What follows belongs to an exercise in optimizing a design on an open flow for small area; a production flow would make more cautious choices.
Function was checked by simulation only, so behaviour that the tests miss may differ from the original.

==> flow/design.v, too long to show whole: its modules and the start of the top module <==
// module LFSR_Transmitter: 1317 lines
module LFSR_Transmitter #(
    parameter WIDTH = 32  
)(
    input wire i_clk,                       
    input wire i_rst_n,                     
    input wire [1:0] i_state,               
    input wire i_enable_scrambeling_pattern,  
    input wire [1:0] i_functional_tx_lanes,  
    input wire i_enable_reversal,           
    input wire [WIDTH-1:0] i_lane_0, input wire [WIDTH-1:0] i_lane_1,
    input wire [WIDTH-1:0] i_lane_2, input wire [WIDTH-1:0] i_lane_3,
    input wire [WIDTH-1:0] i_lane_4, input wire [WIDTH-1:0] i_lane_5,
    input wire [WIDTH-1:0] i_lane_6, input wire [WIDTH-1:0] i_lane_7,
    input wire [WIDTH-1:0] i_lane_8, input wire [WIDTH-1:0] i_lane_9,
    input wire [WIDTH-1:0] i_lane_10, input wire [WIDTH-1:0] i_lane_11,
    input wire [WIDTH-1:0] i_lane_12, input wire [WIDTH-1:0] i_lane_13,
    input wire [WIDTH-1:0] i_lane_14, input wire [WIDTH-1:0] i_lane_15,
    output reg [WIDTH-1:0] o_lane_0, output reg [WIDTH-1:0] o_lane_1,
    output reg [WIDTH-1:0] o_lane_2, output reg [WIDTH-1:0] o_lane_3,
    output reg [WIDTH-1:0] o_lane_4, output reg [WIDTH-1:0] o_lane_5,
    output reg [WIDTH-1:0] o_lane_6, output reg [WIDTH-1:0] o_lane_7,
    output reg [WIDTH-1:0] o_lane_8, output reg [WIDTH-1:0] o_lane_9,
    output reg [WIDTH-1:0] o_lane_10, output reg [WIDTH-1:0] o_lane_11,
    output reg [WIDTH-1:0] o_lane_12, output reg [WIDTH-1:0] o_lane_13,
    output reg [WIDTH-1:0] o_lane_14, output reg [WIDTH-1:0] o_lane_15,
    output reg o_Lfsr_tx_done,
    output reg o_enable_frame           
);
  // ...
==> flow/run.sh <==
#!/bin/bash
# synth_recipe.tcl (not shown) runs the flow's synth.tcl, then flattens the netlist and writes it again
# the make line also repeats each setting of config.mk as NAME=value (left out here)
make -C /OpenROAD-flow-scripts/flow DESIGN_CONFIG=/design/flow/config.mk WORK_HOME=/design/flow/orfs CLKGATE_MAP_FILE= SYNTH_SCRIPT=/design/flow/synth_recipe.tcl finish
==> flow/config.mk <==
export PLATFORM = sky130hd
export DESIGN_NAME = LFSR_Transmitter
export DESIGN_NICKNAME = LFSR_Transmitter
export VERILOG_FILES = /design/flow/design.v
export SDC_FILE = /design/flow/constraint.sdc
export NUM_CORES = 4
export LEC_CHECK = 0
export CAP_MARGIN = 20
export CORE_MARGIN = 2
export CORE_UTILIZATION = 40
export SLEW_MARGIN = 20
==> flow/constraint.sdc <==
create_clock -name core_clock -period 6.0 [get_ports {i_clk}]
set_input_delay 1.2000 -clock core_clock [delete_from_list [all_inputs] [get_ports {i_clk}]]
set_output_delay 1.2000 -clock core_clock [all_outputs]
set_load 0.01 [all_outputs]
==> metrics.csv, run 1 <==
metric,value,unit
ys_warn_count,1,
worstPathCellList,xnor3_1 -> xnor3_1 -> xnor3_1 -> xnor3_1 -> xnor2_1 -> xnor2_1 -> o22ai_1,
crit_cells,7,
yosysMostFrequentCell,xnor2_1,
cts_repair_resize_count,0,
syn_area,0.0598,mm^2
synth_top_family_by_area,XOR/XNOR gates,
initial_core_util,0.404,
portBuffers,1033,
holdCritStartpoint,counter_per_lane[5]$_DFFE_PN0P_,
crit_type,register to register,
gp_congestion,0.983,
flops_and_latches,788,
buf_share,0.147,
status,"complete, no violations",
via_per_inst,5.69,
yosysTopAreaCell,dfrtp_1,
post_cts_buffers,0,
clock_buffer_count,161,
cpPeakStageDelay,770,ps
core.rowCount,141,
postRouteAntennaNets,0,
cp.arrival,4180,ps
==> run 2: changes to the inputs <==
==> flow/design.v (replaced) <==
module lfsr_step (
    input  wire [31:0] w,
    output wire [31:0] nw
);
    wire [31:0] a;
    genvar j;
    generate
        for (j = 0; j < 32; j = j + 1) begin : g_a
            assign a[j] = w[31-j];
        end
    endgenerate
    wire t32 = a[5] ^ a[6];
    wire t33 = a[10] ^ a[30];
    wire t34 = a[21] ^ a[27];
    wire t35 = a[10] ^ a[17];
    wire t36 = a[9] ^ a[16];
    wire t37 = a[0] ^ a[1];
    wire t38 = a[2] ^ a[11];
    wire t39 = a[6] ^ a[31];
    wire t40 = t32 ^ t33;
    wire t41 = a[23] ^ a[29];
    wire t42 = a[22] ^ a[28];
    wire t43 = a[2] ^ a[12];
    wire t44 = a[3] ^ a[7];
    wire t45 = a[14] ^ a[18];
    wire t46 = a[3] ^ a[13];
    wire t47 = a[19] ^ a[26];
    wire t48 = a[0] ^ a[5];
    wire t49 = a[7] ^ t39;
    wire t50 = a[8] ^ t44;
    wire t51 = a[1] ^ a[26];
    wire t52 = a[25] ^ t35;
    wire t53 = a[24] ^ t32;
    wire t54 = a[8] ^ a[13];
    wire t55 = a[27] ^ t37;
    wire t56 = a[11] ^ a[14];
    wire t57 = a[23] ^ t49;
    wire t58 = a[25] ^ t48;
    wire t59 = t42 ^ t46;
    wire t60 = a[4] ^ t35;
    wire t61 = a[4] ^ a[14];
    wire t62 = t38 ^ t41;
    wire t63 = t34 ^ t50;
    wire t64 = a[15] ^ a[22];
    wire t65 = a[20] ^ t38;
    wire t66 = a[15] ^ t33;
    wire t67 = a[21] ^ t41;
    wire t68 = a[21] ^ t40;
    wire t69 = a[30] ^ t36;
    wire t70 = t69 ^ a[27];
    wire t71 = t70 ^ a[24];
    wire t72 = t71 ^ a[11];
    wire t73 = t52 ^ a[31];
    wire t74 = t73 ^ a[28];
    wire t75 = t74 ^ a[12];
    wire t76 = t40 ^ a[22];
    wire t77 = t76 ^ a[19];
    wire t78 = t77 ^ a[9];
    wire t79 = t78 ^ a[1];
    wire t80 = t65 ^ t57;
    wire t81 = t80 ^ a[10];
    wire t82 = t69 ^ t63;
    wire t83 = t82 ^ a[12];
    wire t84 = t60 ^ t54;
    wire t85 = t84 ^ t42;
    wire t86 = t85 ^ a[31];
    wire t87 = t86 ^ a[9];
    wire t88 = t68 ^ t54;
    wire t89 = t88 ^ t45;
    wire t90 = t89 ^ a[23];
    wire t91 = t90 ^ a[16];
    wire t92 = t45 ^ t34;
    wire t93 = t92 ^ a[31];
    wire t94 = t93 ^ a[24];
    wire t95 = t94 ^ a[20];
    wire t96 = t95 ^ a[0];
    wire t97 = t64 ^ t63;
    wire t98 = t97 ^ t56;
    wire t99 = t52 ^ t37;
    wire t100 = t99 ^ a[19];
    wire t101 = t65 ^ t51;
    wire t102 = t101 ^ a[18];
    wire t103 = t43 ^ t34;
    wire t104 = t103 ^ a[19];
    wire t105 = t104 ^ a[3];
    wire t106 = t59 ^ a[20];
    wire t107 = t106 ^ a[4];
    wire t108 = t67 ^ t61;
    wire t109 = t108 ^ a[5];
    wire t110 = t64 ^ t53;
    wire t111 = t110 ^ a[30];
    wire t112 = t57 ^ a[25];
    wire t113 = t112 ^ a[16];
    wire t114 = t40 ^ t37;
    wire t115 = t114 ^ a[20];
    wire t116 = t115 ^ a[15];
    wire t117 = t58 ^ t34;
    wire t118 = t117 ^ a[29];
    wire t119 = t118 ^ a[4];
    wire t120 = t51 ^ t42;
    wire t121 = t120 ^ t32;
    wire t122 = t121 ^ a[30];
    wire t123 = t67 ^ t48;
    wire t124 = t123 ^ t46;
    wire t125 = t53 ^ t51;
    wire t126 = t125 ^ t43;
    wire t127 = t126 ^ a[17];
    wire t128 = t58 ^ a[31];
    wire t129 = t128 ^ a[21];
    wire t130 = t129 ^ a[18];
    wire t131 = t61 ^ t50;
    wire t132 = t131 ^ t47;
    wire t133 = t132 ^ a[28];
    wire t134 = t56 ^ t39;
    wire t135 = t134 ^ t33;
    wire t136 = t135 ^ a[19];
    wire t137 = t136 ^ a[12];
    wire t138 = t68 ^ t36;
    wire t139 = t138 ^ a[28];
    wire t140 = t49 ^ t35;
    wire t141 = t140 ^ a[29];
    wire t142 = t141 ^ a[22];
    wire t143 = t142 ^ a[11];
    wire t144 = t43 ^ t36;
    wire t145 = t144 ^ a[29];
    wire t146 = t145 ^ a[15];
    wire t147 = t146 ^ a[13];
    wire t148 = t147 ^ a[6];
    wire t149 = t148 ^ a[0];
    wire t150 = t59 ^ t52;
    wire t151 = t150 ^ t36;
    wire t152 = t151 ^ a[1];
    wire t153 = t62 ^ t60;
    wire t154 = t153 ^ t45;
    wire t155 = t154 ^ a[26];
    wire t156 = t66 ^ t47;
    wire t157 = t156 ^ t34;
    wire t158 = t157 ^ a[12];
    wire t159 = t158 ^ a[11];
    wire t160 = t62 ^ t55;
    wire t161 = t160 ^ t47;
    wire t162 = t161 ^ a[13];
    wire t163 = t66 ^ t55;
    wire t164 = t163 ^ a[14];
    assign nw[31] = t72;
    assign nw[30] = t75;
    assign nw[29] = t79;
    assign nw[28] = t81;
    assign nw[27] = t83;
    assign nw[26] = t87;
    assign nw[25] = t91;
    assign nw[24] = t96;
    assign nw[23] = t98;
    assign nw[22] = t100;
    assign nw[21] = t102;
    assign nw[20] = t105;
    assign nw[19] = t107;
    assign nw[18] = t109;
    assign nw[17] = t111;
    assign nw[16] = t113;
    assign nw[15] = t116;
    assign nw[14] = t119;
    assign nw[13] = t122;
    assign nw[12] = t124;
    assign nw[11] = t127;
    assign nw[10] = t130;
    assign nw[9] = t133;
    assign nw[8] = t137;
    assign nw[7] = t139;
    assign nw[6] = t143;
    assign nw[5] = t149;
    assign nw[4] = t152;
    assign nw[3] = t155;
    assign nw[2] = t159;
    assign nw[1] = t162;
    assign nw[0] = t164;
endmodule
module LFSR_Transmitter #(
    parameter WIDTH = 32
)(
    input  wire i_clk,
    input  wire i_rst_n,
    input  wire [1:0] i_state,
    input  wire i_enable_scrambeling_pattern,
    input  wire [1:0] i_functional_tx_lanes,
    input  wire i_enable_reversal,
    input  wire [WIDTH-1:0] i_lane_0,
    input  wire [WIDTH-1:0] i_lane_1,
    input  wire [WIDTH-1:0] i_lane_2,
    input  wire [WIDTH-1:0] i_lane_3,
    input  wire [WIDTH-1:0] i_lane_4,
    input  wire [WIDTH-1:0] i_lane_5,
    input  wire [WIDTH-1:0] i_lane_6,
    input  wire [WIDTH-1:0] i_lane_7,
    input  wire [WIDTH-1:0] i_lane_8,
    input  wire [WIDTH-1:0] i_lane_9,
    input  wire [WIDTH-1:0] i_lane_10,
    input  wire [WIDTH-1:0] i_lane_11,
    input  wire [WIDTH-1:0] i_lane_12,
    input  wire [WIDTH-1:0] i_lane_13,
    input  wire [WIDTH-1:0] i_lane_14,
    input  wire [WIDTH-1:0] i_lane_15,
    output wire [WIDTH-1:0] o_lane_0,
    output wire [WIDTH-1:0] o_lane_1,
    output wire [WIDTH-1:0] o_lane_2,
    output wire [WIDTH-1:0] o_lane_3,
    output wire [WIDTH-1:0] o_lane_4,
    output wire [WIDTH-1:0] o_lane_5,
    output wire [WIDTH-1:0] o_lane_6,
    output wire [WIDTH-1:0] o_lane_7,
    output wire [WIDTH-1:0] o_lane_8,
    output wire [WIDTH-1:0] o_lane_9,
    output wire [WIDTH-1:0] o_lane_10,
    output wire [WIDTH-1:0] o_lane_11,
    output wire [WIDTH-1:0] o_lane_12,
    output wire [WIDTH-1:0] o_lane_13,
    output wire [WIDTH-1:0] o_lane_14,
    output wire [WIDTH-1:0] o_lane_15,
    output reg o_Lfsr_tx_done,
    output reg o_enable_frame
);
    localparam IDLE         = 2'b00;
    localparam CLEAR_LFSR   = 2'b01;
    localparam PATTERN_LFSR = 2'b10;
    localparam PER_LANE_IDE = 2'b11;
    localparam [255:0] SEED_WORDS = {32'h37700F17, 32'h04EF9C9E, 32'h339F9389, 32'h021E240D, 32'h3181B784, 32'h3D8EC0E7, 32'h0C0F7763, 32'h3B7F7874};
    reg [1:0] current_state;
    reg [1:0] i_state_reg;
    reg [6:0] counter;
    reg lane_reversal_enabled;
    reg [255:0] lfsr;       
    reg [511:0] olr;        
    wire st_idle = (current_state == IDLE);
    wire st_clr  = (current_state == CLEAR_LFSR);
    wire st_pat  = (current_state == PATTERN_LFSR);
    wire st_pl   = (current_state == PER_LANE_IDE);
    wire c127    = &counter;
    wire c63     = &counter[5:0];
    wire any_lane = |i_functional_tx_lanes;
    wire scr     = i_enable_scrambeling_pattern;
    wire rev     = lane_reversal_enabled;
    always @(posedge i_clk or negedge i_rst_n) begin
        if (!i_rst_n) begin
            current_state <= IDLE;
            i_state_reg   <= 2'b00;
        end else begin
            i_state_reg <= i_state;
            case (current_state)
                IDLE:         if (i_state_reg != i_state) current_state <= i_state;
                CLEAR_LFSR:   current_state <= IDLE;
                PATTERN_LFSR: if (c127) current_state <= IDLE;
                default:      if (c63)  current_state <= IDLE;
            endcase
        end
    end
    always @(posedge i_clk or negedge i_rst_n) begin
        if (!i_rst_n) begin
            counter <= 7'd0;
            o_Lfsr_tx_done <= 1'b0;
            o_enable_frame <= 1'b0;
            lane_reversal_enabled <= 1'b0;
        end else begin
            if (st_idle) begin
                counter <= 7'd0;
                o_enable_frame <= 1'b0;
                o_Lfsr_tx_done <= i_enable_reversal;
                if (i_enable_reversal) lane_reversal_enabled <= 1'b1;
            end else if (st_pat) begin
                if (scr) o_enable_frame <= 1'b1;
                else if (any_lane) begin
                    counter <= counter + 7'd1;
                    o_Lfsr_tx_done <= c127;
                    o_enable_frame <= ~c127;
                end
            end else if (st_pl) begin
                if (any_lane) begin
                    counter <= {1'b0, counter[5:0] + 6'd1};
                    o_Lfsr_tx_done <= c63;
                    o_enable_frame <= ~c63;
                end
            end
        end
    end
    wire [255:0] lfsr_next;
    genvar k, b, n;
    generate
        for (k = 0; k < 8; k = k + 1) begin : g_lfsr
            lfsr_step u_step (.w(lfsr[32*k +: 32]), .nw(lfsr_next[32*k +: 32]));
        end
    endgenerate
    always @(posedge i_clk or negedge i_rst_n) begin
        if (!i_rst_n)    lfsr <= SEED_WORDS;
        else if (st_clr) lfsr <= SEED_WORDS;
        else if (st_pat) lfsr <= lfsr_next;
    end
    wire [511:0] il;
    assign il[31:0] = i_lane_0;
    assign il[63:32] = i_lane_1;
    assign il[95:64] = i_lane_2;
    assign il[127:96] = i_lane_3;
    assign il[159:128] = i_lane_4;
    assign il[191:160] = i_lane_5;
    assign il[223:192] = i_lane_6;
    assign il[255:224] = i_lane_7;
    assign il[287:256] = i_lane_8;
    assign il[319:288] = i_lane_9;
    assign il[351:320] = i_lane_10;
    assign il[383:352] = i_lane_11;
    assign il[415:384] = i_lane_12;
    assign il[447:416] = i_lane_13;
    assign il[479:448] = i_lane_14;
    assign il[511:480] = i_lane_15;
    wire wp = st_pat & (scr | ~c127);    
    wire wi = st_pat & scr;              
    wire wd = st_pl & ~c63;              
    wire [1:0] wpg = {2{wp}} & i_functional_tx_lanes;
    wire [1:0] wdg = {2{wd}} & i_functional_tx_lanes;
    wire [1:0] sel_r  = wpg & {2{rev}};
    wire [1:0] sel_n  = wpg & {2{~rev}};
    wire [1:0] id_r   = wdg & {2{rev}};
    wire [1:0] id_n   = wdg & {2{~rev}};
    wire [511:0] olr_next;
    generate
        for (n = 0; n < 8; n = n + 1) begin : g_pair
            localparam integer M = 15 - n;
            localparam [3:0] NN = n;
            wire [31:0] x = lfsr[32*n +: 32]     ^ ({32{wi}} & il[32*n +: 32]);
            wire [31:0] y = lfsr[32*(7-n) +: 32] ^ ({32{wi}} & il[32*M +: 32]);
            for (b = 0; b < 32; b = b + 1) begin : g_bit
                localparam integer IB = b % 16;
                wire idn, idm;
                if (IB == 15 || IB == 13 || IB == 3 || IB == 1) begin : g_one
                    assign idn = wdg[0];
                    assign idm = wdg[1];
                end else if (IB == 7) begin : g_b3
                    assign idn = id_r[0];         
                    assign idm = id_n[1];         
                end else if (IB >= 4 && IB <= 6) begin : g_bj
                    if (NN[IB-4]) begin : g_1
                        assign idn = id_n[0];
                        assign idm = id_r[1];
                    end else begin : g_0
                        assign idn = id_r[0];
                        assign idm = id_n[1];
                    end
                end else begin : g_zero
                    assign idn = 1'b0;
                    assign idm = 1'b0;
                end
                assign olr_next[32*n + b] = (sel_n[0] & x[b]) | (sel_r[0] & y[b]) | idn;
                assign olr_next[32*M + b] = (sel_n[1] & y[b]) | (sel_r[1] & x[b]) | idm;
            end
        end
    endgenerate
    always @(posedge i_clk or negedge i_rst_n) begin
        if (!i_rst_n) olr <= 512'd0;
        else          olr <= olr_next;
    end
    assign o_lane_0 = olr[31:0];
    assign o_lane_1 = olr[63:32];
    assign o_lane_2 = olr[95:64];
    assign o_lane_3 = olr[127:96];
    assign o_lane_4 = olr[159:128];
    assign o_lane_5 = olr[191:160];
    assign o_lane_6 = olr[223:192];
    assign o_lane_7 = olr[255:224];
    assign o_lane_8 = olr[287:256];
    assign o_lane_9 = olr[319:288];
    assign o_lane_10 = olr[351:320];
    assign o_lane_11 = olr[383:352];
    assign o_lane_12 = olr[415:384];
    assign o_lane_13 = olr[447:416];
    assign o_lane_14 = olr[479:448];
    assign o_lane_15 = olr[511:480];
endmodule
==> metrics.csv, run 2 <==
metric,value,unit,change
yosysTopAreaCell,dfrtp_1,,
area_growth,30.1,%,
max_freq,263,MHz,
initial_core_util,0.403,,-0.00121
worst_path_max_delay_cell,nand2b_4,,
layout.cells.non_filler,6753,,
synth_nets,4990,,
timing.rr.start,counter[6]$_DFFE_PN0P_,,
fin_crit_sh,0.633,,
dieArea,0.119,mm^2,
slew_headroom,0.239,,
core-area,0.116,mm^2,
seq_area_frac_synth,0.423,,
vias,37500,,
cts_root_buffer,clkbuf_16,,
cp_top_family,simple AND/OR/NAND/NOR gates,,
clk_pin_slew_worst_paths,60,ps,
synth_ff_type,dfrtp_1,,
synth_cell_type_count,55,,
preCtsSetupSlack,1610,ps,
mostFrequentLayoutCell,clkdlybuf4s50_1,,
core.rowCount,125,,-11%
status,"complete, no violations",,
finalClockSkew,19.6,ps,
synth_mux_area_frac,0.00636,,
ff2ff_path_depth,5,,
syn_area,0.0467,mm^2,-22%
rsz0062_at_grt,no,,
cp-endpoint,olr[5]$_DFF_PN0_,,
worst-path-buf-inv,2,,
yosysMostFrequentCell,xnor2_1,,
htree_levels,3,,
worstPathCellList,buf_4 -> nor2b_1 -> nand3_1 -> nand2b_4 -> buf_12 -> o221ai_1,,
ios,1034,,
largest_reg_flops,512,,
cpPeakStageDelay,820,ps,+50 ps
synth-seq-cells,782,,
first_pass_iters,8,,
die-width,346,um,
clock_sinks,782,,
cp-start-kind,primary input,,
crit_cells,6,,-1
slew_viol_final,0,,
drt-total-wl,201000,um,
yosys.area_share.simple,0.0760,,
hold_class,primary input to asynchronous set/reset pin,,
grt_pass1_wl,284000,um,
cp_max_fo,62,,
grt_overflow_total,0,,
postRouteAntennaNets,0,,unchanged
gp_congestion,0.926,,-5.8%
crit_start,i_enable_scrambeling_pattern,,
synth_area_leaders,"dfrtp_1, xnor2_1, xor2_1",,
worst_pin_slew,1140,ps,
dp_hpwl,148000,um,
cts_buffers,93,,
grt_max_degree,178,,
synth_xor_area_frac,0.320,,
max_cap_violations,0,,
syn_inst,4465,,
synth_edf_count,0,,
drc_errors,0,,
nets,5668,,
cts_repair_resize_count,0,,unchanged
clk_latency,690,ps,
cts_tree,done,,
via_per_inst,5.55,,-2.5%
tns,0,ps,
fillerInstances,10500,,
rrSetupSlack,2600,ps,
cp.arrival,4290,ps,+110 ps
hold_viol_final,0,,
post_cts_buffers,0,,unchanged
drive_above_1_share,0.0823,,
finalSetupViolations,0,,
async_reset_ff_frac,1.00,,
regMostFlops,olr,,
synth_compound_area_frac,0.121,,
dp.cells,6572,,
yosys.area.top_type_share,0.352,,
synthTopCellsByCount,"xnor2_1, dfrtp_1, nand2_1",,
crit_required,6490,ps,
portBuffers,1033,,unchanged
fin_ws,2200,ps,
wl_per_cell,29.7,um,
ys_warn_count,1,,unchanged
grt_pass1_vias,38100,,
grt_usage,0.328,,
crit_type,primary input to register,,
antenna_found_initial,20,,
final_cell_mix,"clkdlybuf4s50_1, xnor2_1, dfrtp_1, nand2_1, xor2_1",,
fin_crit,3800,ps,
r2r-end,olr[5]$_DFF_PN0_,,
drt_first_iter_violations,3084,,
avgSynthCellArea,10.4,um^2,
hold_buffers,0,,
die_h,346,um,
synth_top_family_by_area,XOR/XNOR gates,,
clock_path_buffers,3,,
reg.largest.list,"olr: 512 flops, lfsr: 256 flops, counter: 7 flops",,
synth_fa_ha_area_frac,0.00134,,
endpoint_kind,register,,
-- run 2: cell count changes after synthesis, moves of 119 or more --
cell      delta
o22ai_1    +241
xnor3_1    -178
a211o_1    -126
and3_1     -123
nand2_1    -138
a21oi_1    -395
clkbuf_1   -142
buf_2      +130
o21ai_0    -446
nand3_1    +126
or2_2      -119
o221ai_1   +128
a22oi_1    +124
-- run 2: per-layer routing --
metal,GRT usage,routed length (um),vias up
li1,-,-,16400
met1,0.388,74400,18800
met2,0.558,98600,1872
met3,0.0690,15300,381
met4,0.180,12200,28
met5,0,166,-
-- run 2: cells by family (layout without fill, tap and decap cells) --
| group | after synthesis | after routing |
|---|---|---|
| flip-flops | 782 | 782 |
| AO/OA/AOI/OAI | 782 | 782 |
| other | 0 | 6 |
| multiplexers | 29 | 29 |
| AND/OR/NAND/NOR | 868 | 868 |
| buffers and inverters | 541 | 1299 |
| XOR/XNOR | 1458 | 1458 |
| adder cells (fa/ha/maj) | 5 | 5 |
-- run 2: worst register-to-register path, cell delays in order (launching register included) --
cell and delay [ps]:
dfrtp_1 510, nor2b_1 710, nand3_1 510, nand2b_4 820, buf_12 430, o221ai_1 250
-- run 2: worst min-delay path by stage --
stage | start | endpoint | slack (ps) | cells after the start
6_report | i_rst_n | olr[430]$_DFF_PN0_ | 490 | 1
5_1_grt | i_rst_n | olr[78]$_DFF_PN0_ | 520 | 1
4_1_cts | i_rst_n | olr[430]$_DFF_PN0_ | 490 | 1
3_5_place_dp | o_Lfsr_tx_done$_DFFE_PN0P_ | o_Lfsr_tx_done$_DFFE_PN0P_ | 490 | 1
3_3_place_gp | o_Lfsr_tx_done$_DFFE_PN0P_ | o_Lfsr_tx_done$_DFFE_PN0P_ | 490 | 1
2_1_floorplan | counter[0]$_DFFE_PN0P_ | counter[0]$_DFFE_PN0P_ | 480 | 1
-- run 2: cell type report --
cell class                 count  area [um^2]  area share
clock inverter                43          517     0.00851
antenna                        6         15.0    0.000247
sequential                   782        19700       0.325
timing repair buffer        1109        11200       0.184
multi-input combinational   3142        24600       0.405
inverter                      15         58.8    0.000969
clock buffer                 132         2720      0.0447
tap                         1524         1910      0.0314
-- run 2: metrics by stage --
| step | hold slack (ps) | util | instance area, um^2 |
|---|---|---|---|
| 2_1_floorplan | 477 | - | 46700 |
| 3_3_place_gp | 487 | 0.496 | 57400 |
| 3_5_place_dp | 488 | 0.496 | 57400 |
| 4_1_cts | 487 | 0.524 | 60700 |
| 5_1_grt | 519 | 0.524 | 60700 |
| 6_report | 490 | 0.524 | 60700 |
==> module LFSR_Transmitter, before the edit <==
module LFSR_Transmitter #(
    parameter WIDTH = 32
)(
    input  wire i_clk,
    input  wire i_rst_n,
    input  wire [1:0] i_state,
    input  wire i_enable_scrambeling_pattern,
    input  wire [1:0] i_functional_tx_lanes,
    input  wire i_enable_reversal,
    input  wire [WIDTH-1:0] i_lane_0,
    input  wire [WIDTH-1:0] i_lane_1,
    input  wire [WIDTH-1:0] i_lane_2,
    input  wire [WIDTH-1:0] i_lane_3,
    input  wire [WIDTH-1:0] i_lane_4,
    input  wire [WIDTH-1:0] i_lane_5,
    input  wire [WIDTH-1:0] i_lane_6,
    input  wire [WIDTH-1:0] i_lane_7,
    input  wire [WIDTH-1:0] i_lane_8,
    input  wire [WIDTH-1:0] i_lane_9,
    input  wire [WIDTH-1:0] i_lane_10,
    input  wire [WIDTH-1:0] i_lane_11,
    input  wire [WIDTH-1:0] i_lane_12,
    input  wire [WIDTH-1:0] i_lane_13,
    input  wire [WIDTH-1:0] i_lane_14,
    input  wire [WIDTH-1:0] i_lane_15,
    output wire [WIDTH-1:0] o_lane_0,
    output wire [WIDTH-1:0] o_lane_1,
    output wire [WIDTH-1:0] o_lane_2,
    output wire [WIDTH-1:0] o_lane_3,
    output wire [WIDTH-1:0] o_lane_4,
    output wire [WIDTH-1:0] o_lane_5,
    output wire [WIDTH-1:0] o_lane_6,
    output wire [WIDTH-1:0] o_lane_7,
    output wire [WIDTH-1:0] o_lane_8,
    output wire [WIDTH-1:0] o_lane_9,
    output wire [WIDTH-1:0] o_lane_10,
    output wire [WIDTH-1:0] o_lane_11,
    output wire [WIDTH-1:0] o_lane_12,
    output wire [WIDTH-1:0] o_lane_13,
    output wire [WIDTH-1:0] o_lane_14,
    output wire [WIDTH-1:0] o_lane_15,
    output reg o_Lfsr_tx_done,
    output reg o_enable_frame
);
    localparam IDLE         = 2'b00;
    localparam CLEAR_LFSR   = 2'b01;
    localparam PATTERN_LFSR = 2'b10;
    localparam PER_LANE_IDE = 2'b11;
    localparam [255:0] SEED_WORDS = {32'h37700F17, 32'h04EF9C9E, 32'h339F9389, 32'h021E240D, 32'h3181B784, 32'h3D8EC0E7, 32'h0C0F7763, 32'h3B7F7874};
    reg [1:0] current_state;
    reg [1:0] i_state_reg;
    reg [6:0] counter;
    reg lane_reversal_enabled;
    reg [255:0] lfsr;       
    reg [511:0] olr;        
    wire st_idle = (current_state == IDLE);
    wire st_clr  = (current_state == CLEAR_LFSR);
    wire st_pat  = (current_state == PATTERN_LFSR);
    wire st_pl   = (current_state == PER_LANE_IDE);
    wire c127    = &counter;
    wire c63     = &counter[5:0];
    wire any_lane = |i_functional_tx_lanes;
    wire scr     = i_enable_scrambeling_pattern;
    wire rev     = lane_reversal_enabled;
    always @(posedge i_clk or negedge i_rst_n) begin
        if (!i_rst_n) begin
            current_state <= IDLE;
            i_state_reg   <= 2'b00;
        end else begin
            i_state_reg <= i_state;
            case (current_state)
                IDLE:         if (i_state_reg != i_state) current_state <= i_state;
                CLEAR_LFSR:   current_state <= IDLE;
                PATTERN_LFSR: if (c127) current_state <= IDLE;
                default:      if (c63)  current_state <= IDLE;
            endcase
        end
    end
    always @(posedge i_clk or negedge i_rst_n) begin
        if (!i_rst_n) begin
            counter <= 7'd0;
            o_Lfsr_tx_done <= 1'b0;
            o_enable_frame <= 1'b0;
            lane_reversal_enabled <= 1'b0;
        end else begin
            if (st_idle) begin
                counter <= 7'd0;
                o_enable_frame <= 1'b0;
                o_Lfsr_tx_done <= i_enable_reversal;
                if (i_enable_reversal) lane_reversal_enabled <= 1'b1;
            end else if (st_pat) begin
                if (scr) o_enable_frame <= 1'b1;
                else if (any_lane) begin
                    counter <= counter + 7'd1;
                    o_Lfsr_tx_done <= c127;
                    o_enable_frame <= ~c127;
                end
            end else if (st_pl) begin
                if (any_lane) begin
                    counter <= {1'b0, counter[5:0] + 6'd1};
                    o_Lfsr_tx_done <= c63;
                    o_enable_frame <= ~c63;
                end
            end
        end
    end
    wire [255:0] lfsr_next;
    genvar k, b, n;
    generate
        for (k = 0; k < 8; k = k + 1) begin : g_lfsr
            lfsr_step u_step (.w(lfsr[32*k +: 32]), .nw(lfsr_next[32*k +: 32]));
        end
    endgenerate
    always @(posedge i_clk or negedge i_rst_n) begin
        if (!i_rst_n)    lfsr <= SEED_WORDS;
        else if (st_clr) lfsr <= SEED_WORDS;
        else if (st_pat) lfsr <= lfsr_next;
    end
    wire [511:0] il;
    assign il[31:0] = i_lane_0;
    assign il[63:32] = i_lane_1;
    assign il[95:64] = i_lane_2;
    assign il[127:96] = i_lane_3;
    assign il[159:128] = i_lane_4;
    assign il[191:160] = i_lane_5;
    assign il[223:192] = i_lane_6;
    assign il[255:224] = i_lane_7;
    assign il[287:256] = i_lane_8;
    assign il[319:288] = i_lane_9;
    assign il[351:320] = i_lane_10;
    assign il[383:352] = i_lane_11;
    assign il[415:384] = i_lane_12;
    assign il[447:416] = i_lane_13;
    assign il[479:448] = i_lane_14;
    assign il[511:480] = i_lane_15;
    wire wp = st_pat & (scr | ~c127);    
    wire wi = st_pat & scr;              
    wire wd = st_pl & ~c63;              
    wire [1:0] wpg = {2{wp}} & i_functional_tx_lanes;
    wire [1:0] wdg = {2{wd}} & i_functional_tx_lanes;
    wire [1:0] sel_r  = wpg & {2{rev}};
    wire [1:0] sel_n  = wpg & {2{~rev}};
    wire [1:0] id_r   = wdg & {2{rev}};
    wire [1:0] id_n   = wdg & {2{~rev}};
    wire [511:0] olr_next;
    generate
        for (n = 0; n < 8; n = n + 1) begin : g_pair
            localparam integer M = 15 - n;
            localparam [3:0] NN = n;
            wire [31:0] x = lfsr[32*n +: 32]     ^ ({32{wi}} & il[32*n +: 32]);
            wire [31:0] y = lfsr[32*(7-n) +: 32] ^ ({32{wi}} & il[32*M +: 32]);
            for (b = 0; b < 32; b = b + 1) begin : g_bit
                localparam integer IB = b % 16;
                wire idn, idm;
                if (IB == 15 || IB == 13 || IB == 3 || IB == 1) begin : g_one
                    assign idn = wdg[0];
                    assign idm = wdg[1];
                end else if (IB == 7) begin : g_b3
                    assign idn = id_r[0];         
                    assign idm = id_n[1];         
                end else if (IB >= 4 && IB <= 6) begin : g_bj
                    if (NN[IB-4]) begin : g_1
                        assign idn = id_n[0];
                        assign idm = id_r[1];
                    end else begin : g_0
                        assign idn = id_r[0];
                        assign idm = id_n[1];
                    end
                end else begin : g_zero
                    assign idn = 1'b0;
                    assign idm = 1'b0;
                end
                assign olr_next[32*n + b] = (sel_n[0] & x[b]) | (sel_r[0] & y[b]) | idn;
                assign olr_next[32*M + b] = (sel_n[1] & y[b]) | (sel_r[1] & x[b]) | idm;
            end
        end
    endgenerate
    always @(posedge i_clk or negedge i_rst_n) begin
        if (!i_rst_n) olr <= 512'd0;
        else          olr <= olr_next;
    end
    assign o_lane_0 = olr[31:0];
    assign o_lane_1 = olr[63:32];
    assign o_lane_2 = olr[95:64];
    assign o_lane_3 = olr[127:96];
    assign o_lane_4 = olr[159:128];
    assign o_lane_5 = olr[191:160];
    assign o_lane_6 = olr[223:192];
    assign o_lane_7 = olr[255:224];
    assign o_lane_8 = olr[287:256];
    assign o_lane_9 = olr[319:288];
    assign o_lane_10 = olr[351:320];
    assign o_lane_11 = olr[383:352];
    assign o_lane_12 = olr[415:384];
    assign o_lane_13 = olr[447:416];
    assign o_lane_14 = olr[479:448];
    assign o_lane_15 = olr[511:480];
endmodule
==> run 3: changes to the inputs <==
==> flow/design.v (replaced) <==
module xr (
    input  wire a,
    input  wire b,
    output wire y
);
    assign y = a ^ b;
endmodule
module opair (
    input  wire pn,
    input  wire pm,
    input  wire in_n,
    input  wire in_m,
    input  wire wi,
    input  wire sn0,
    input  wire sr0,
    input  wire sn1,
    input  wire sr1,
    output wire on,
    output wire om
);
    wire x = pn ^ (wi & in_n);
    wire y = pm ^ (wi & in_m);
    assign on = (sn0 & x) | (sr0 & y);
    assign om = (sn1 & y) | (sr1 & x);
endmodule
module opair_id (
    input  wire pn,
    input  wire pm,
    input  wire in_n,
    input  wire in_m,
    input  wire wi,
    input  wire sn0,
    input  wire sr0,
    input  wire sn1,
    input  wire sr1,
    input  wire idn,
    input  wire idm,
    output wire on,
    output wire om
);
    wire x = pn ^ (wi & in_n);
    wire y = pm ^ (wi & in_m);
    assign on = (sn0 & x) | (sr0 & y) | idn;
    assign om = (sn1 & y) | (sr1 & x) | idm;
endmodule
module lfsr_word (
    input  wire [22:0] s,       
    output wire [31:0] w,       
    output wire [22:0] ns       
);
    wire [54:0] a;
    genvar j;
    generate
        for (j = 0; j < 23; j = j + 1) begin : g_a
            assign a[j] = s[22-j];
        end
        for (j = 0; j < 32; j = j + 1) begin : g_w
            assign w[31-j] = a[j];
        end
        for (j = 0; j < 23; j = j + 1) begin : g_ns
            assign ns[j] = a[54-j];
        end
    endgenerate
    wire t23;
    xr u_x23 (.a(a[15]), .b(a[20]), .y(t23));
    wire t24;
    xr u_x24 (.a(a[18]), .b(a[21]), .y(t24));
    wire t25;
    xr u_x25 (.a(a[19]), .b(a[22]), .y(t25));
    wire t26;
    xr u_x26 (.a(a[1]), .b(a[16]), .y(t26));
    wire t27;
    xr u_x27 (.a(a[9]), .b(a[17]), .y(t27));
    wire t28;
    xr u_x28 (.a(a[2]), .b(a[3]), .y(t28));
    wire t29;
    xr u_x29 (.a(a[0]), .b(t23), .y(t29));
    wire t30;
    xr u_x30 (.a(a[4]), .b(a[14]), .y(t30));
    wire t31;
    xr u_x31 (.a(a[7]), .b(t29), .y(t31));
    wire t32;
    xr u_x32 (.a(a[5]), .b(a[13]), .y(t32));
    wire t33;
    xr u_x33 (.a(t24), .b(t31), .y(t33));
    wire t34;
    xr u_x34 (.a(a[8]), .b(t26), .y(t34));
    wire t35;
    xr u_x35 (.a(a[11]), .b(a[18]), .y(t35));
    wire t36;
    xr u_x36 (.a(a[6]), .b(a[12]), .y(t36));
    wire t37;
    xr u_x37 (.a(t25), .b(t34), .y(t37));
    wire t38;
    xr u_x38 (.a(a[3]), .b(t37), .y(t38));
    wire t39;
    xr u_x39 (.a(a[10]), .b(t28), .y(t39));
    wire t40;
    xr u_x40 (.a(t24), .b(t39), .y(t40));
    wire t41;
    xr u_x41 (.a(t30), .b(t40), .y(t41));
    wire t42;
    xr u_x42 (.a(a[5]), .b(t38), .y(t42));
    wire t43;
    xr u_x43 (.a(a[17]), .b(t36), .y(t43));
    wire t44;
    xr u_x44 (.a(a[1]), .b(t43), .y(t44));
    wire t45;
    xr u_x45 (.a(t40), .b(t44), .y(t45));
    wire t46;
    xr u_x46 (.a(a[6]), .b(t38), .y(t46));
    wire t47;
    xr u_x47 (.a(a[4]), .b(t33), .y(t47));
    wire t48;
    xr u_x48 (.a(t27), .b(t47), .y(t48));
    wire t49;
    xr u_x49 (.a(a[10]), .b(t44), .y(t49));
    wire t50;
    xr u_x50 (.a(t27), .b(t32), .y(t50));
    wire t51;
    xr u_x51 (.a(t25), .b(t50), .y(t51));
    wire t52;
    xr u_x52 (.a(a[22]), .b(t29), .y(t52));
    wire t53;
    xr u_x53 (.a(t35), .b(t51), .y(t53));
    wire t54;
    xr u_x54 (.a(t28), .b(t53), .y(t54));
    wire t55;
    xr u_x55 (.a(t23), .b(t54), .y(t55));
    wire t56;
    xr u_x56 (.a(a[0]), .b(t48), .y(t56));
    wire t57;
    xr u_x57 (.a(a[15]), .b(a[18]), .y(t57));
    wire t58;
    xr u_x58 (.a(a[19]), .b(t36), .y(t58));
    wire t59;
    xr u_x59 (.a(a[8]), .b(t42), .y(t59));
    wire t60;
    xr u_x60 (.a(t41), .b(t46), .y(t60));
    wire t61;
    xr u_x61 (.a(a[4]), .b(a[6]), .y(t61));
    wire t62;
    xr u_x62 (.a(t59), .b(t61), .y(t62));
    wire t63;
    xr u_x63 (.a(a[1]), .b(t35), .y(t63));
    wire t64;
    xr u_x64 (.a(t40), .b(t42), .y(t64));
    wire t65;
    xr u_x65 (.a(a[2]), .b(t64), .y(t65));
    wire t66;
    xr u_x66 (.a(t30), .b(t49), .y(t66));
    wire t67;
    xr u_x67 (.a(t64), .b(t66), .y(t67));
    wire t68;
    xr u_x68 (.a(t52), .b(t67), .y(t68));
    wire t69;
    xr u_x69 (.a(a[13]), .b(t62), .y(t69));
    wire t70;
    xr u_x70 (.a(t56), .b(t69), .y(t70));
    wire t71;
    xr u_x71 (.a(t26), .b(t57), .y(t71));
    wire t72;
    xr u_x72 (.a(a[12]), .b(t29), .y(t72));
    wire t73;
    xr u_x73 (.a(t31), .b(t59), .y(t73));
    wire t74;
    xr u_x74 (.a(t53), .b(t73), .y(t74));
    wire t75;
    xr u_x75 (.a(a[10]), .b(t60), .y(t75));
    wire t76;
    xr u_x76 (.a(t32), .b(t54), .y(t76));
    wire t77;
    xr u_x77 (.a(a[0]), .b(t58), .y(t77));
    wire t78;
    xr u_x78 (.a(t38), .b(t39), .y(t78));
    wire t79;
    xr u_x79 (.a(t72), .b(t78), .y(t79));
    wire t80;
    xr u_x80 (.a(t49), .b(t77), .y(t80));
    wire t81;
    xr u_x81 (.a(t48), .b(t80), .y(t81));
    wire t82;
    xr u_x82 (.a(t37), .b(t72), .y(t82));
    wire t83;
    xr u_x83 (.a(t66), .b(t82), .y(t83));
    wire t84;
    xr u_x84 (.a(a[9]), .b(a[19]), .y(t84));
    wire t85;
    xr u_x85 (.a(t67), .b(t84), .y(t85));
    wire t86;
    xr u_x86 (.a(a[2]), .b(a[20]), .y(t86));
    wire t87;
    xr u_x87 (.a(t33), .b(t86), .y(t87));
    wire t88;
    xr u_x88 (.a(t63), .b(t64), .y(t88));
    wire t89;
    xr u_x89 (.a(a[20]), .b(t88), .y(t89));
    wire t90;
    xr u_x90 (.a(a[22]), .b(t43), .y(t90));
    wire t91;
    xr u_x91 (.a(t60), .b(t90), .y(t91));
    wire t92;
    xr u_x92 (.a(t58), .b(t73), .y(t92));
    wire t93;
    xr u_x93 (.a(t75), .b(t92), .y(t93));
    wire t94;
    xr u_x94 (.a(t59), .b(t76), .y(t94));
    wire t95;
    xr u_x95 (.a(t92), .b(t94), .y(t95));
    wire t96;
    xr u_x96 (.a(t57), .b(t94), .y(t96));
    wire t97;
    xr u_x97 (.a(t29), .b(t96), .y(t97));
    wire t98;
    xr u_x98 (.a(t35), .b(t62), .y(t98));
    wire t99;
    xr u_x99 (.a(t77), .b(t98), .y(t99));
    wire t100;
    xr u_x100 (.a(t55), .b(t78), .y(t100));
    wire t101;
    xr u_x101 (.a(t56), .b(t100), .y(t101));
    wire t102;
    xr u_x102 (.a(t64), .b(t101), .y(t102));
    wire t103;
    xr u_x103 (.a(t52), .b(t63), .y(t103));
    wire t104;
    xr u_x104 (.a(a[15]), .b(t43), .y(t104));
    wire t105;
    xr u_x105 (.a(t53), .b(t56), .y(t105));
    wire t106;
    xr u_x106 (.a(a[11]), .b(t48), .y(t106));
    wire t107;
    xr u_x107 (.a(a[5]), .b(t104), .y(t107));
    wire t108;
    xr u_x108 (.a(t41), .b(t107), .y(t108));
    wire t109;
    xr u_x109 (.a(t104), .b(t105), .y(t109));
    wire t110;
    xr u_x110 (.a(t103), .b(t109), .y(t110));
    wire t111;
    xr u_x111 (.a(t38), .b(t60), .y(t111));
    wire t112;
    xr u_x112 (.a(t103), .b(t111), .y(t112));
    wire t113;
    xr u_x113 (.a(t65), .b(t96), .y(t113));
    wire t114;
    xr u_x114 (.a(t61), .b(t106), .y(t114));
    wire t115;
    xr u_x115 (.a(t25), .b(t114), .y(t115));
    wire t116;
    xr u_x116 (.a(a[17]), .b(t38), .y(t116));
    wire t117;
    xr u_x117 (.a(t105), .b(t116), .y(t117));
    wire t118;
    xr u_x118 (.a(a[4]), .b(t113), .y(t118));
    wire t119;
    xr u_x119 (.a(t112), .b(t118), .y(t119));
    wire t120;
    xr u_x120 (.a(a[1]), .b(t119), .y(t120));
    wire t121;
    xr u_x121 (.a(t40), .b(t114), .y(t121));
    wire t122;
    xr u_x122 (.a(t105), .b(t121), .y(t122));
    wire t123;
    xr u_x123 (.a(a[4]), .b(t122), .y(t123));
    wire t124;
    xr u_x124 (.a(a[14]), .b(t69), .y(t124));
    wire t125;
    xr u_x125 (.a(t115), .b(t124), .y(t125));
    wire t126;
    xr u_x126 (.a(t87), .b(t125), .y(t126));
    wire t127;
    xr u_x127 (.a(t50), .b(t56), .y(t127));
    wire t128;
    xr u_x128 (.a(t57), .b(t127), .y(t128));
    wire t129;
    xr u_x129 (.a(t75), .b(t128), .y(t129));
    wire t130;
    xr u_x130 (.a(a[7]), .b(t63), .y(t130));
    wire t131;
    xr u_x131 (.a(a[15]), .b(t130), .y(t131));
    wire t132;
    xr u_x132 (.a(t69), .b(t131), .y(t132));
    wire t133;
    xr u_x133 (.a(t50), .b(t99), .y(t133));
    wire t134;
    xr u_x134 (.a(a[21]), .b(t133), .y(t134));
    wire t135;
    xr u_x135 (.a(t113), .b(t134), .y(t135));
    wire t136;
    xr u_x136 (.a(a[16]), .b(t58), .y(t136));
    wire t137;
    xr u_x137 (.a(t33), .b(t41), .y(t137));
    wire t138;
    xr u_x138 (.a(t136), .b(t137), .y(t138));
    assign a[23] = t87;
    assign a[24] = t38;
    assign a[25] = t48;
    assign a[26] = t65;
    assign a[27] = t115;
    assign a[28] = t79;
    assign a[29] = t74;
    assign a[30] = t91;
    assign a[31] = t55;
    assign a[32] = t138;
    assign a[33] = t117;
    assign a[34] = t85;
    assign a[35] = t123;
    assign a[36] = t112;
    assign a[37] = t99;
    assign a[38] = t110;
    assign a[39] = t129;
    assign a[40] = t120;
    assign a[41] = t81;
    assign a[42] = t89;
    assign a[43] = t95;
    assign a[44] = t135;
    assign a[45] = t126;
    assign a[46] = t108;
    assign a[47] = t132;
    assign a[48] = t68;
    assign a[49] = t70;
    assign a[50] = t83;
    assign a[51] = t97;
    assign a[52] = t45;
    assign a[53] = t102;
    assign a[54] = t93;
endmodule
module LFSR_Transmitter #(
    parameter WIDTH = 32
)(
    input  wire i_clk,
    input  wire i_rst_n,
    input  wire [1:0] i_state,
    input  wire i_enable_scrambeling_pattern,
    input  wire [1:0] i_functional_tx_lanes,
    input  wire i_enable_reversal,
    input  wire [WIDTH-1:0] i_lane_0,
    input  wire [WIDTH-1:0] i_lane_1,
    input  wire [WIDTH-1:0] i_lane_2,
    input  wire [WIDTH-1:0] i_lane_3,
    input  wire [WIDTH-1:0] i_lane_4,
    input  wire [WIDTH-1:0] i_lane_5,
    input  wire [WIDTH-1:0] i_lane_6,
    input  wire [WIDTH-1:0] i_lane_7,
    input  wire [WIDTH-1:0] i_lane_8,
    input  wire [WIDTH-1:0] i_lane_9,
    input  wire [WIDTH-1:0] i_lane_10,
    input  wire [WIDTH-1:0] i_lane_11,
    input  wire [WIDTH-1:0] i_lane_12,
    input  wire [WIDTH-1:0] i_lane_13,
    input  wire [WIDTH-1:0] i_lane_14,
    input  wire [WIDTH-1:0] i_lane_15,
    output wire [WIDTH-1:0] o_lane_0,
    output wire [WIDTH-1:0] o_lane_1,
    output wire [WIDTH-1:0] o_lane_2,
    output wire [WIDTH-1:0] o_lane_3,
    output wire [WIDTH-1:0] o_lane_4,
    output wire [WIDTH-1:0] o_lane_5,
    output wire [WIDTH-1:0] o_lane_6,
    output wire [WIDTH-1:0] o_lane_7,
    output wire [WIDTH-1:0] o_lane_8,
    output wire [WIDTH-1:0] o_lane_9,
    output wire [WIDTH-1:0] o_lane_10,
    output wire [WIDTH-1:0] o_lane_11,
    output wire [WIDTH-1:0] o_lane_12,
    output wire [WIDTH-1:0] o_lane_13,
    output wire [WIDTH-1:0] o_lane_14,
    output wire [WIDTH-1:0] o_lane_15,
    output reg o_Lfsr_tx_done,
    output reg o_enable_frame
);
    localparam IDLE         = 2'b00;
    localparam CLEAR_LFSR   = 2'b01;
    localparam PATTERN_LFSR = 2'b10;
    localparam PER_LANE_IDE = 2'b11;
    localparam [183:0] SEEDS = {23'h1BB807, 23'h0277CE, 23'h19CFC9, 23'h010F12, 23'h18C0DB, 23'h1EC760, 23'h0607BB, 23'h1DBFBC};
    reg [1:0] current_state;
    reg [1:0] i_state_reg;
    reg [6:0] counter;
    reg lane_reversal_enabled;
    reg [183:0] lfsr_x;
    wire [183:0] lfsr = lfsr_x ^ SEEDS;
    reg [511:0] olr;        
    wire st_idle = (current_state == IDLE);
    wire st_clr  = (current_state == CLEAR_LFSR);
    wire st_pat  = (current_state == PATTERN_LFSR);
    wire st_pl   = (current_state == PER_LANE_IDE);
    wire c127    = &counter;
    wire c63     = &counter[5:0];
    wire any_lane = |i_functional_tx_lanes;
    wire scr     = i_enable_scrambeling_pattern;
    wire rev     = lane_reversal_enabled;
    always @(posedge i_clk or negedge i_rst_n) begin
        if (!i_rst_n) begin
            current_state <= IDLE;
            i_state_reg   <= 2'b00;
        end else begin
            i_state_reg <= i_state;
            case (current_state)
                IDLE:         if (i_state_reg != i_state) current_state <= i_state;
                CLEAR_LFSR:   current_state <= IDLE;
                PATTERN_LFSR: if (c127) current_state <= IDLE;
                default:      if (c63)  current_state <= IDLE;
            endcase
        end
    end
    always @(posedge i_clk or negedge i_rst_n) begin
        if (!i_rst_n) begin
            counter <= 7'd0;
            o_Lfsr_tx_done <= 1'b0;
            o_enable_frame <= 1'b0;
            lane_reversal_enabled <= 1'b0;
        end else begin
            if (st_idle) begin
                counter <= 7'd0;
                o_enable_frame <= 1'b0;
                o_Lfsr_tx_done <= i_enable_reversal;
                if (i_enable_reversal) lane_reversal_enabled <= 1'b1;
            end else if (st_pat) begin
                if (scr) o_enable_frame <= 1'b1;
                else if (any_lane) begin
                    counter <= counter + 7'd1;
                    o_Lfsr_tx_done <= c127;
                    o_enable_frame <= ~c127;
                end
            end else if (st_pl) begin
                if (any_lane) begin
                    counter <= {1'b0, counter[5:0] + 6'd1};
                    o_Lfsr_tx_done <= c63;
                    o_enable_frame <= ~c63;
                end
            end
        end
    end
    wire [183:0] lfsr_next;
    wire [255:0] pw;        
    genvar k, b, n;
    generate
        for (k = 0; k < 8; k = k + 1) begin : g_lfsr
            lfsr_word u_word (.s(lfsr[23*k +: 23]), .w(pw[32*k +: 32]), .ns(lfsr_next[23*k +: 23]));
        end
    endgenerate
    always @(posedge i_clk or negedge i_rst_n) begin
        if (!i_rst_n)    lfsr_x <= 184'd0;
        else if (st_clr) lfsr_x <= 184'd0;
        else if (st_pat) lfsr_x <= lfsr_next ^ SEEDS;
    end
    wire [511:0] il;
    assign il[31:0] = i_lane_0;
    assign il[63:32] = i_lane_1;
    assign il[95:64] = i_lane_2;
    assign il[127:96] = i_lane_3;
    assign il[159:128] = i_lane_4;
    assign il[191:160] = i_lane_5;
    assign il[223:192] = i_lane_6;
    assign il[255:224] = i_lane_7;
    assign il[287:256] = i_lane_8;
    assign il[319:288] = i_lane_9;
    assign il[351:320] = i_lane_10;
    assign il[383:352] = i_lane_11;
    assign il[415:384] = i_lane_12;
    assign il[447:416] = i_lane_13;
    assign il[479:448] = i_lane_14;
    assign il[511:480] = i_lane_15;
    wire wp = st_pat & (scr | ~c127);    
    wire wi = st_pat & scr;              
    wire wd = st_pl & ~c63;              
    wire [1:0] wpg = {2{wp}} & i_functional_tx_lanes;
    wire [1:0] wdg = {2{wd}} & i_functional_tx_lanes;
    wire [1:0] sel_r  = wpg & {2{rev}};
    wire [1:0] sel_n  = wpg & {2{~rev}};
    wire [1:0] id_r   = wdg & {2{rev}};
    wire [1:0] id_n   = wdg & {2{~rev}};
    wire [511:0] olr_next;
    generate
        for (n = 0; n < 8; n = n + 1) begin : g_pair
            localparam integer M = 15 - n;
            localparam [3:0] NN = n;
            for (b = 0; b < 32; b = b + 1) begin : g_bit
                localparam integer IB = b % 16;
                wire idn, idm;
                if (IB == 15 || IB == 13 || IB == 3 || IB == 1) begin : g_one
                    assign idn = wdg[0];
                    assign idm = wdg[1];
                end else if (IB == 7) begin : g_b3
                    assign idn = id_r[0];         
                    assign idm = id_n[1];         
                end else if (IB >= 4 && IB <= 6) begin : g_bj
                    if (NN[IB-4]) begin : g_1
                        assign idn = id_n[0];
                        assign idm = id_r[1];
                    end else begin : g_0
                        assign idn = id_r[0];
                        assign idm = id_n[1];
                    end
                end else begin : g_zero
                    assign idn = 1'b0;
                    assign idm = 1'b0;
                end
                if (IB == 15 || IB == 13 || IB == 3 || IB == 1 || (IB >= 4 && IB <= 7)) begin : g_id
                    opair_id u_o (.pn(pw[32*n + b]), .pm(pw[32*(7-n) + b]),
                                  .in_n(il[32*n + b]), .in_m(il[32*M + b]), .wi(wi),
                                  .sn0(sel_n[0]), .sr0(sel_r[0]), .sn1(sel_n[1]), .sr1(sel_r[1]),
                                  .idn(idn), .idm(idm),
                                  .on(olr_next[32*n + b]), .om(olr_next[32*M + b]));
                end else begin : g_noid
                    opair u_o (.pn(pw[32*n + b]), .pm(pw[32*(7-n) + b]),
                               .in_n(il[32*n + b]), .in_m(il[32*M + b]), .wi(wi),
                               .sn0(sel_n[0]), .sr0(sel_r[0]), .sn1(sel_n[1]), .sr1(sel_r[1]),
                               .on(olr_next[32*n + b]), .om(olr_next[32*M + b]));
                end
            end
        end
    endgenerate
    always @(posedge i_clk or negedge i_rst_n) begin
        if (!i_rst_n) olr <= 512'd0;
        else          olr <= olr_next;
    end
    assign o_lane_0 = olr[31:0];
    assign o_lane_1 = olr[63:32];
    assign o_lane_2 = olr[95:64];
    assign o_lane_3 = olr[127:96];
    assign o_lane_4 = olr[159:128];
    assign o_lane_5 = olr[191:160];
    assign o_lane_6 = olr[223:192];
    assign o_lane_7 = olr[255:224];
    assign o_lane_8 = olr[287:256];
    assign o_lane_9 = olr[319:288];
    assign o_lane_10 = olr[351:320];
    assign o_lane_11 = olr[383:352];
    assign o_lane_12 = olr[415:384];
    assign o_lane_13 = olr[447:416];
    assign o_lane_14 = olr[479:448];
    assign o_lane_15 = olr[511:480];
endmodule
==> flow/flow/run.sh (new file) <==
#!/bin/bash
# Layout flow: the standard ORFS flow (standard.sh, unchanged synthesis, floorplan, power
# grid, placement, CTS and routing), except that the port buffers that global placement adds to
# every input and output are sky130_fd_sc_hd__buf_1 instead of the default clkdlybuf4s50_1.
# make's output goes to make_finish.log here; ORFS keeps each step's log under orfs/logs/.
set -euo pipefail
bash standard.sh "BUFFER_PORTS_ARGS=-buffer_cell sky130_fd_sc_hd__buf_1" finish > make_finish.log 2>&1
==> flow/standard.sh (new file) <==
#!/bin/bash
# synth_recipe.tcl (not shown) runs the flow's synth.tcl, then flattens the netlist and writes it again
# the make line also repeats each setting of config.mk as NAME=value (left out here)
make -C /OpenROAD-flow-scripts/flow DESIGN_CONFIG=/design/flow/config.mk WORK_HOME=/design/flow/orfs CLKGATE_MAP_FILE= SYNTH_SCRIPT=/design/flow/synth_recipe.tcl "${@:-finish}"
--- a/flow/config.mk
+++ b/flow/config.mk
@@ -9,3 +9,8 @@
 export CORE_MARGIN = 2
 export CORE_UTILIZATION = 40
+export CTS_BUF_LIST = sky130_fd_sc_hd__clkbuf_16
+export CTS_CLUSTER_DIAMETER = 100
+export CTS_CLUSTER_SIZE = 20
 export SLEW_MARGIN = 20
+export SYNTH_HIERARCHICAL = 1
+export SYNTH_MINIMUM_KEEP_SIZE = 0
removed: flow/run.sh
==> metrics.csv, run 3 <==
metric,value,unit,change
r2r-end,lfsr_x[9]$_DFFE_PN0P_,,
grt_pass1_vias,34800,,-8.6%
seq_area_frac_synth,0.402,,-0.0205
htree_levels,2,,-1
mostFrequentLayoutCell,buf_1,,
syn_area,0.0442,mm^2,-5.3%
initial_core_util,0.405,,+0.00201
grt_max_degree,185,,+3.9%
max_cap_violations,0,,unchanged
rrSetupSlack,1430,ps,-1170 ps
cp-start-kind,register,,
cp.arrival,5060,ps,+770 ps
die_h,336,um,-2.7%
synth_nets,4926,,-1.3%
clk_latency,650,ps,-40 ps
avgSynthCellArea,10.0,um^2,-3.9%
rsz0062_at_grt,no,,
portBuffers,1033,,unchanged
cts_repair_resize_count,0,,unchanged
yosysMostFrequentCell,xor2_1,,
slew_viol_final,0,,unchanged
cts_tree,done,,
largest_reg_flops,512,,unchanged
clock_path_buffers,3,,unchanged
final_cell_mix,"buf_1, xor2_1, dfrtp_1, nand2_1, xnor2_1",,
synth_cell_type_count,38,,-31%
cp-endpoint,lfsr_x[9]$_DFFE_PN0P_,,
fin_crit_sh,0.761,,+0.128
postRouteAntennaNets,0,,unchanged
yosysTopAreaCell,dfrtp_1,,
hold_class,register to register,,
clk_pin_slew_worst_paths,90,ps,+30 ps
cp_max_fo,7,,-89%
synth_ff_type,dfrtp_1,,
area_growth,9.82,%,
core-area,0.109,mm^2,-5.8%
antenna_found_initial,16,,-20%
dp.cells,6464,,-1.6%
hold_buffers,0,,unchanged
synth-seq-cells,710,,-9.2%
hold_viol_final,0,,unchanged
timing.rr.start,lfsr_x[7]$_DFFE_PN0P_,,
cts_root_buffer,clkbuf_16,,
cts_buffers,45,,-52%
synth_area_leaders,"dfrtp_1, xor2_1, xnor2_1",,
ios,1034,,unchanged
crit_type,register to register,,
die-width,336,um,-2.7%
fin_util,0.444,,-0.0794
drive_above_1_share,0.0283,,-0.0540
grt_pass1_wl,230000,um,-19%
reg.largest.list,"olr: 512 flops, lfsr_x: 184 flops, counter: 7 flops",,
yosys.area.top_type_share,0.402,,+0.0505
finalSetupViolations,0,,unchanged
layout.cells.non_filler,6539,,-3.2%
drc_errors,0,,unchanged
finalClockSkew,23.1,ps,+3.51 ps
drt-total-wl,159000,um,-21%
clock_sinks,710,,-9.2%
grt_overflow_total,0,,unchanged
status,"complete, no violations",,
post_cts_buffers,0,,unchanged
grt_usage,0.271,,-0.0570
async_reset_ff_frac,1.00,,unchanged
syn_inst,4400,,-1.5%
crit_required,6490,ps,about the same
via_per_inst,5.25,,-5.4%
wl_per_cell,24.3,um,-18%
ys_warn_count,7,,+6
regMostFlops,olr,,
ff2ff_path_depth,15,,+10
synth_edf_count,0,,unchanged
gp_congestion,0.942,,+1.7%
vias,34300,,-8.4%
endpoint_kind,register,,
slew_headroom,0.190,,-0.0495
dp_hpwl,119000,um,-20%
core.rowCount,121,,-3.2%
worst_pin_slew,1220,ps,+77.0 ps
fin_crit,4570,ps,+768 ps
synthTopCellsByCount,"xor2_1, dfrtp_1, nand2_1",,
dieArea,0.113,mm^2,-5.3%
max_freq,219,MHz,-17%
nets,5561,,-1.9%
crit_start,lfsr_x[7]$_DFFE_PN0P_,,
first_pass_iters,6,,-2
drt_first_iter_violations,2364,,-23%
==> run 3: metrics by stage <==
step | hold slack [ps] | worst slack [ps] | instance area [um^2] | TNS, ps
after floorplan | 492 | -837 | 44200 | -388850
after global placement | 493 | 1580 | 47100 | 0
after detailed placement | 503 | 1490 | 47100 | 0
after CTS | 522 | 1450 | 48500 | 0
after global routing | 537 | 1010 | 48500 | 0
final | 526 | 1430 | 48500 | 0
==> run 3: how the worst min path moves through the flow <==
stage	startpoint	end	cells past startpoint
floorplan	counter[1]$_DFFE_PN0P_	counter[1]$_DFFE_PN0P_	2
global placement	o_Lfsr_tx_done$_DFFE_PN0P_	o_Lfsr_tx_done$_DFFE_PN0P_	1
detailed placement	o_enable_frame$_DFFE_PN0P_	o_enable_frame$_DFFE_PN0P_	1
CTS	o_enable_frame$_DFFE_PN0P_	o_enable_frame$_DFFE_PN0P_	1
global route	o_enable_frame$_DFFE_PN0P_	o_enable_frame$_DFFE_PN0P_	1
finish	o_enable_frame$_DFFE_PN0P_	o_enable_frame$_DFFE_PN0P_	1
==> run 3: area by class of cell <==
cell class                      instances  area, um^2
Clock inverter                         16         224
Antenna cell                           14        35.0
Fill cell                           10900       60700
Timing Repair Buffer                 1092        4560
Inverter                              192         726
Clock buffer                           45        1130
Tap cell                             1476        1850
Multi-Input combinational cell       2994       22200
Sequential cell                       710       17800
==> run 3: metal layers <==
layer	share of wire	up-vias	GRT usage
met5	0.00014	-	0
met4	0.045	4	0.123
met3	0.061	311	0.0464
met2	0.49	1327	0.461
met1	0.41	17200	0.337
li1	-	15500	-
==> run 3: critical path: stages (launching register included) <==
cell,delay (ps)
dfrtp_1,370
inv_1,250
xor2_1,270
xor2_1,420
xor2_1,290
xor2_1,360
xor2_1,220
xor2_1,650
xor2_1,240
xor2_1,260
xor2_1,510
xor2_1,230
xor2_1,160
nor2_1,50
nand2_1,70
o21ai_0,90
==> run 3: modules after synthesis (local to each module, per instance) <==
module / flip-flops and latches / cells inside / area (um^2) / copies in the design
lfsr_word: 0 / 55 / 413 / 8
LFSR_Transmitter: 710 / 1504 / 21600 / 1
xr: 0 / 1 / 8.76 / 920
opair_id: 0 / 6 / 45.0 / 128
opair: 0 / 6 / 42.5 / 128
==> run 3: cells by family after synthesis <==
logic type / after synthesis / share of synthesized area
buffers and inverters: 696 / 0.0969
adders and majority gates: 6 / 0.00170
muxes: 2 / 0.000510
and+or+nand+nor: 834 / 0.0809
AOI/OAI and AO/OA: 716 / 0.133
DFF: 710 / 0.402
xor gates and xnor gates: 1436 / 0.285

## afterwards: timing with drivers on the ports
The flow's constraints put no driver on any port. The routed layouts listed below were extracted and timed again, unchanged, in two steps.
Step 1 assumes that a clkbuf_16 drives the clock port and a buf_2 every other input.
Step 2 times the ports against the registers' clock, not the clock port: input delays grow and output delays shrink by t, the midpoint of the rising clock arrivals with the driver on.
a / b / c = ideal / step 1 / step 2; a / b = the first two.
| run | t, ns | setup WS [ns] | clock arrival spread, ns | pins driven straight from the clock port |
|---|---|---|---|---|
| run 1 | 0.815 | 2.365 / 2.365 / 2.365 | 0.034 / 0.033 | 1 |
| run 2 | 0.754 | 2.200 / 2.238 / 1.484 | 0.025 / 0.024 | 1 |
| run 3 | 0.708 | 1.432 / 1.432 / 1.432 | 0.023 / 0.023 | 1 |
After both steps every run listed still meets setup and hold. The setup slack of run 2, which loses most, moves by +0.038 ns with the drivers and by -0.716 ns with both steps.
